Context: an optimization exercise on an open-source flow, tuned for small area, a short achievable clock period and few clock cycles. The choices shown serve that exercise and are no tape-out recipe.
Only the layout flow was run in this run; the RTL was not checked for function there.
Power figures rest on the tool's default switching activity, not on a simulated workload.

### flow/design.v
module SME(clk,reset,chardata,isstring,ispattern,valid,match,match_index);
input clk;
input reset;
input [7:0] chardata;
input isstring;
input ispattern;
output match;
output [4:0] match_index;
output valid;
integer i;
reg [7:0] S [0:31];      
reg [7:0] pst [2:7];     
reg [4:0] off;           
reg [4:0] wp;            
reg       str_ff;        
reg       pat_ff;        
reg [3:0] jcnt;          
reg       rep;           
reg       rend;          
reg       valid_r;
reg       caret;         
reg       stopped;       
reg [31:0] c;            
reg [4:0] b;             
reg [3:0] ML;            
reg [7:0] GT, GE;        
reg [7:0] rb;            
reg       match_r;
reg [4:0] idx_r;
assign valid = valid_r;
assign match = match_r;
assign match_index = idx_r;
function [9:0] pe8;
    input [7:0] v;
    input [47:0] pl;
    reg [7:0] a;
    reg [8:0] q [0:7];       
    integer n, k;
    begin
        a = v;
        for (k = 0; k < 8; k = k + 1) q[k] = {3'd0, pl[6*k +: 6]};
        for (n = 0; n < 3; n = n + 1) begin
            for (k = 0; k < 8; k = k + 1) begin
                if (k % (2 << n) == 0) begin
                    if (!a[k]) q[k] = q[k + (1 << n)];
                    q[k][6 + n] = ~a[k];
                    a[k] = a[k] | a[k + (1 << n)];
                end
            end
        end
        pe8 = {a[0], q[0]};
    end
endfunction
function [6:0] pe4;
    input [3:0] v;
    input [23:0] pl;
    begin
        pe4[6]   = |v;
        pe4[5:0] = v[0] ? pl[5:0] : v[1] ? pl[11:6] : v[2] ? pl[17:12] : pl[23:18];
    end
endfunction
function [2:0] add3;
    input [2:0] a, b;
    input ci;
    reg cy;
    integer n;
    begin
        cy = ci;
        for (n = 0; n < 3; n = n + 1) begin
            add3[n] = cy ? ~(a[n] ^ b[n]) : (a[n] ^ b[n]);
            cy = (a[n] ^ b[n]) ? cy : a[n];
        end
    end
endfunction
function [4:0] add5;
    input [4:0] a, b;
    reg cy;
    integer n;
    begin
        cy = 1'b0;
        for (n = 0; n < 5; n = n + 1) begin
            add5[n] = cy ? ~(a[n] ^ b[n]) : (a[n] ^ b[n]);
            cy = (a[n] ^ b[n]) ? cy : a[n];
        end
    end
endfunction
function [31:0] thermo;
    input [4:0] a;
    reg le;
    integer n, k;
    begin
        for (k = 0; k < 32; k = k + 1) begin
            le = 1'b1;                       
            for (n = 0; n < 5; n = n + 1)
                le = (a[n] == k[n]) ? le : k[n];
            thermo[k] = le;
        end
    end
endfunction
wire       pv   = ispattern | rep;
reg  [7:0] rnext;                
always @(*) begin
    case (jcnt[2:0])
        3'd1: rnext = pst[2];
        3'd2: rnext = pst[3];
        3'd3: rnext = pst[4];
        3'd4: rnext = pst[5];
        3'd5: rnext = pst[6];
        3'd6: rnext = pst[7];
        default: rnext = 8'h00;
    endcase
end
wire [7:0] src   = rep ? rb : chardata;
wire       first = (jcnt == 4'd0);
wire       isC   = rep ? (rb == 8'h5E) : (chardata == 8'h5E);
wire       zero  = rep ? (rb == 8'h00) : (chardata == 8'h00);
wire       stopc = zero & (~caret | (jcnt != 4'd1));
wire       skip  = first ? isC : (stopped | stopc);
reg [31:0] eq;
always @(*) begin
    for (i = 0; i < 32; i = i + 1) eq[i] = (S[i] == src);
end
wire [31:0] x = (first ? 32'hFFFFFFFF : c) & (eq | {32{skip}});
wire term   = pat_ff & ~ispattern;
wire repgo  = term & caret & (jcnt == 4'd1);
wire endc   = (term & ~repgo) | rend;
wire noterm = ~caret & ~stopped & jcnt[3];
wire [4:0]  nb = 5'd2 - b;
wire [31:0] pr = c & {c[0], c[31:1]};
reg  [23:0] lab;         
reg  [7:0]  anyU, anyA;
reg  [47:0] plU, plA;
reg  [6:0]  gu, gm;
reg  [2:0]  t;
always @(*) begin
    for (i = 0; i < 4; i = i + 1) begin
        t = i[1:0] + nb[1:0];
        lab[6*i +: 6] = {(i[1:0] + {1'b0, nb[1:0]}) > 3'd3 ? 1'b1 : 1'b0, t[1:0], i[1:0], 1'b0};
    end
    for (i = 0; i < 8; i = i + 1) begin
        gu = pe4(c[4*i +: 4], lab | {5'd0, pr[4*i+3], 5'd0, pr[4*i+2], 5'd0, pr[4*i+1], 5'd0, pr[4*i]});
        gm = pe4(c[4*i +: 4] & ML, lab | {5'd0, pr[4*i+3], 5'd0, pr[4*i+2], 5'd0, pr[4*i+1], 5'd0, pr[4*i]});
        anyU[i] = gu[6];
        plU[6*i +: 6] = gu[5:0];
        anyA[i] = (GT[i] & gu[6]) | (GE[i] & gm[6]);
        plA[6*i +: 6] = GE[i] ? gm[5:0] : gu[5:0];
    end
end
wire [9:0] pa = pe8(anyA, plA);
wire [9:0] pc = pe8(anyU, plU);
wire [2:0] gs  = pa[9] ? pa[8:6] : pc[8:6];         
wire [5:0] ps  = pa[9] ? pa[5:0] : pc[5:0];         
wire [4:0] idx = {add3(gs, nb[4:2], ps[5]), ps[4:3]};
wire [4:0] ks  = {gs, ps[2:1]};                      
wire       nxt = ps[0];
wire found = pc[9] & ~noterm;
reg        pend;         
reg  [4:0] ks_r, d_r;
wire [4:0] offe = pend ? add5(ks_r, d_r) : off;      
wire [4:0] slot = str_ff ? wp : offe;
wire [4:0] bn = first ? (isC ? offe : offe + 5'd1) : b + 5'd1;
always @(posedge clk or posedge reset) begin
    if (reset) begin
        for (i = 0; i < 32; i = i + 1) S[i] <= 8'h00;
    end else if (isstring) begin
        for (i = 0; i < 32; i = i + 1) if (slot == i) S[i] <= chardata;
    end
end
always @(posedge clk or posedge reset) begin
    if (reset) begin
        for (i = 2; i < 8; i = i + 1) pst[i] <= 8'hFF;
    end else begin
        for (i = 2; i < 8; i = i + 1)
            if ((ispattern | term) && jcnt == i) pst[i] <= ispattern ? chardata : 8'h00;
    end
end
always @(posedge clk or posedge reset) begin
    if (reset) begin
        off <= 5'd0;
        wp <= 5'd0;
        str_ff <= 1'b0;
        pat_ff <= 1'b0;
        jcnt <= 4'd0;
        rep <= 1'b0;
        rend <= 1'b0;
        valid_r <= 1'b0;
        pend <= 1'b0;
    end else begin
        str_ff <= isstring;
        pat_ff <= ispattern;
        off <= offe;
        wp <= slot + 5'd1;
        if (pv) jcnt <= jcnt + 4'd1;
        else if (repgo) jcnt <= 4'd1;
        else jcnt <= 4'd0;
        rep <= repgo | (rep & (jcnt != 4'd7));
        rend <= rep & (jcnt == 4'd7);
        valid_r <= endc;
        pend <= endc & found;
    end
end
always @(posedge clk) begin
    if (pv) begin
        if (first) begin
            caret <= isC;
            stopped <= 1'b0;
        end else if (stopc) stopped <= 1'b1;
    end
    rb <= rep ? rnext : 8'h00;
    ks_r <= ks;
    d_r <= off - b + 5'd1;
    match_r <= found & nxt;
    idx_r <= found ? idx : 5'd1;
end
always @(posedge clk or posedge reset) begin
    if (reset) begin
        c <= 32'd0;
        b <= 5'd0;
        ML <= 4'd0;
        GT <= 8'd0;
        GE <= 8'd0;
    end else if (pv) begin
        c <= {x[30:0], x[31]};
        b <= bn;
        ML <= {1'b1, bn[1:0] != 2'd3, ~bn[1], bn[1:0] == 2'd0};
        for (i = 0; i < 8; i = i + 1) begin
            GT[i] <= (i > bn[4:2]);
            GE[i] <= (i == bn[4:2]);
        end
    end
end
endmodule
### flow/run.sh
#!/bin/bash
# synth_recipe.tcl (not shown) runs the flow's synth.tcl, then flattens the netlist and writes it again
# the make line also repeats each setting of config.mk as NAME=value (left out here)
make -C /OpenROAD-flow-scripts/flow DESIGN_CONFIG=/design/flow/config.mk WORK_HOME=/design/flow/orfs CLKGATE_MAP_FILE= SYNTH_SCRIPT=/design/flow/synth_recipe.tcl finish
### flow/config.mk
export PLATFORM = sky130hd
export DESIGN_NAME = SME
export DESIGN_NICKNAME = SME
export VERILOG_FILES = /design/flow/design.v
export SDC_FILE = /design/flow/constraint.sdc
export NUM_CORES = 4
export LEC_CHECK = 0
export CAP_MARGIN = 20
export CORE_MARGIN = 2
export CORE_UTILIZATION = 60
export SETUP_SLACK_MARGIN = 3.6
export SLEW_MARGIN = 20
### flow/constraint.sdc
create_clock -name core_clock -period 6.0 [get_ports {clk}]
set_input_delay 1.2000 -clock core_clock [delete_from_list [all_inputs] [get_ports {clk}]]
set_output_delay 1.2000 -clock core_clock [all_outputs]
set_load 0.01 [all_outputs]
==> out/metrics.cfg <==
[run_status]
status=no timing/DRC/antenna violations

[clock_tree]
total_number_of_h_tree_levels=2
cts.path.max_buffers=3
cts.clk_slew.worst_paths_ns=0.06
tritoncts_num_sinks=407
clock_latency_ns=0.61
total_of_hold_buffers_inserted_after_clock_tree_synthesis=0
ctsRootBufferMaster=clkbuf_16
cts_tree=done
cts_inserted_buffers=45

[power_and_ir_drop]
power_density_mw_per_mm2=659.8
vdd_ir_drop_max_uv=334.3
power.total_w=0.01957
cellLeakagePower_nw=13.11

[placed_design]
placedCellCount=2556
dp_hpwl_um=39650
port_buffers=18
pre_cts_slack_ns=1.931
place.gp.congestion=0.9460

[timing]
period_share_pct=51.98
timing.final.crit_period_ns=3.119
report.final.setup_viol=0
fmaxAchievable_mhz=320.6
final-hold-violation-count=0
rsz0062_at_grt=yes
finClkSkew_ns=0.03671
slew-limit-headroom_pct=52.04
slew_worst_pin_ns=0.7194
timing.final.max_slew_violations=0
worst_slack_ns=2.881

[final_layout]
final-instance-count-excl-fill=2877
final_layout_size_suffix_gt1_share_pct=37.99
nFillCells=2253
net_count_final=2367
post-route-util_pct=79.11
synthToLayoutAreaGrowth_pct=30.32

[global_routing]
grt_antenna_before_repair=1
grt_util_all_layers_pct=37.58
via_count_of_the_first_global_routing_pass=18300
maximum_number_of_pins_on_one_net_before_global_route_repair=176
globalRouteOverflowTotal=0
grt_first_pass_wirelength_um=112400

[synth]
asyncSetResetFlopFracSynth_pct=93.61
synth-seq-cells=407
synth-edff-count=2
yosysWarnings=5
ys_seq_area_share_pct=44.53
postSynth.topFlopCell=dfrtp_1
syn_avg_cell_area_sq_um=10.52
number_of_nets_produced_by_synthesis=2201
post_synth_instance_area_sq_mm=0.02276
syn_inst=2164
synth.distinct_cells=84

[floorplan]
core.rowCount=71
die_area_sq_mm=0.03950
floorplan.core_area_sq_mm=0.03749
floorplan.die.width_um=198.8
initial_utilization_pct=60.71
dieHeight_um=198.8
io_pins=19

[drt]
viasPerCell=6.586
wire_per_inst_um=27.84
drt.antenna.violating_nets=0
vias=18950
dr.first_iter.drc_count=1833
drt_pass1_iterations=8
drcViolationCount=0
detail_route.wirelength_um=80110

[worst_setup_path]
critPathKind=register to register
cp_arrival_ns=3.59
worst_ep_required_time_ns=6.47
setup.worst_path.start_class=register
cp_max_fo=2
end_kind=register

[flow_run]
timing.max_cap.violations=0

[min_path]
hp-class=register to register

[critical path, cell delays in order, from the launching register on]
cell     delay (ns)
dfrtp_4        0.47
or4_4          0.56
a22o_4         0.30
nor4_4         0.26
buf_4          0.18
o31ai_4        0.08
nor2_2         0.14
o22ai_2        0.13
fa_2           0.37
maj3_2         0.33
xnor2_1        0.15
nor2_1         0.06
[synth_stat cells (32+ instances only)]
master	n	area, sq um
a21oi_1	56	280.3
clkbuf_1	143	536.8
dfrtp_1	333	8333
dfstp_2	48	1261
inv_1	38	142.6
mux2_2	239	2691
nand2_1	193	724.4
nand4_1	69	431.7
nor2_1	95	356.6
o21ai_0	103	515.5
o22ai_1	32	200.2
xnor2_1	33	289.0
xor2_1	263	2303
[registers in the layout, indices dropped and copies added, names as in the netlist, 8 cells and up]
name  flops
c        32
S       256
rb        8
GT        8
GE        8
pst      48
[cell type report]
class / count / area (sq um) / share of cell area, %
repair buffers: 279 / 3327 / 11.22
inverters: 40 / 180.2 / 0.6075
flip-flops and latches: 407 / 10190 / 34.35
multi-input cells: 1557 / 13900 / 46.88
diodes: 2 / 5.005 / 0.01688
well taps: 511 / 639.4 / 2.156
clock buffers: 73 / 1343 / 4.527
clock inverters: 8 / 75.07 / 0.2531
[path summary, 6_finish.rpt]
path / startpoint / to / slack [ns] / cells past startpoint
setup / recovery: c[1]$_DFFE_PP0N_ / idx_r[4]$_SDFF_PN0_ / 2.88 / 11
hold / removal: pst[2][1]$_DFFE_PP1P_ / pst[2][1]$_DFFE_PP1P_ / 0.48 / 2
setup reg to reg: c[1]$_DFFE_PP0N_ / idx_r[4]$_SDFF_PN0_ / 2.88 / 11
hold reg to reg: pst[2][1]$_DFFE_PP1P_ / pst[2][1]$_DFFE_PP1P_ / 0.48 / 2
max in group asynchronous: reset / c[15]$_DFFE_PP0N_ / 3.98 / 3
min in group asynchronous: reset / S[22][5]$_DFFE_PP0P_ / 1.07 / 2
[metal layers]
layer	up-vias	part of all wire [%]	GRT usage [%]
met1	9470	40	51.96
met4	0	6.8	19.29
met5	-	0	0
met2	1131	44	56.72
met3	345	9.2	6.952
li1	8003	-	-
[stage by stage]
step / instance area (sq um) / TNS [ns] / hold WS [ns]
after floorplan: 23740 / -93.51 / 0.4167
after global placement: 23720 / 0 / 0.4462
after detailed placement: 23750 / 0 / 0.4521
after CTS: 28380 / 0 / 0.4790
after global routing: 29650 / 0 / 0.4927
final: 29660 / 0 / 0.4776
[logic make-up after synthesis]
logic type                 synth area share (%)
and+or+nand+nor                           12.23
DFF                                       44.53
AOI/OAI and AO/OA                         11.51
muxes                                     15.25
xor gates and xnor gates                  11.39
buffers and inverters                     3.546
adders and majority gates                 1.539
[report_power, final]
group | switching [W] | total, W | leakage [nW] | internal, W
clock network | 0.00120 | 0.00274 | 0.694 | 0.00154
logic | 0.00613 | 0.0117 | 7.49 | 0.00552
registers | 0.00110 | 0.00518 | 4.93 | 0.00408
[timing repair]
action,4_1_cts,5_1_grt
gates resized for setup,377,125
pin swaps,79,78
endpoints found under the setup margin,385,623
setup buffers,163,58
cloned,8,9
[layout by cell type, fill, tap and decap left out, types with 25 or more instances in the layout]
| cell type | n |
|---|---|
| xnor2_1 | 30 |
| o21ai_0 | 65 |
| buf_4 | 148 |
| mux2_4 | 245 |
| nand4_1 | 69 |
| buf_12 | 51 |
| buf_6 | 46 |
| dfrtp_2 | 27 |
| o21ai_1 | 36 |
| a21oi_1 | 51 |
| nor2b_1 | 25 |
| nand2_1 | 178 |
| dfrtp_1 | 302 |
| dfstp_2 | 48 |
| xor2_1 | 262 |
| nand3_1 | 27 |
| mux2_2 | 28 |
| clkbuf_16 | 55 |
| nor2_1 | 70 |
| inv_1 | 34 |
| nor2_4 | 31 |

-- port drivers added, routing unchanged --
How much do the figures lean on ideal ports? The routed layout below was timed once more, with nothing changed but the port constraints. Step 1 sets driving cells, clkbuf_16 on the clock port and buf_2 on the other inputs (assumed; they add their load-dependent delay and slew). Step 2 adds t to the input delays and takes it off the output delays; t is the mean of the earliest and latest rising clock arrival at the registers after step 1. Input paths then give back, and output paths get back, about the clock's delay inside the block. Slacks: no drivers / after step 1 / after step 2; pairs: no drivers / after step 1.
t (ns): 0.653
slack for setup (ns): 2.881 / 2.881 / 2.710
clock arrival spread, ns: 0.037 / 0.037
worst data-port slew with drivers (ns): 0.26
After both steps setup and hold are still met in this run. For this run, drivers alone change the setup slack by 0.000 ns; drivers and shift together by -0.171 ns.
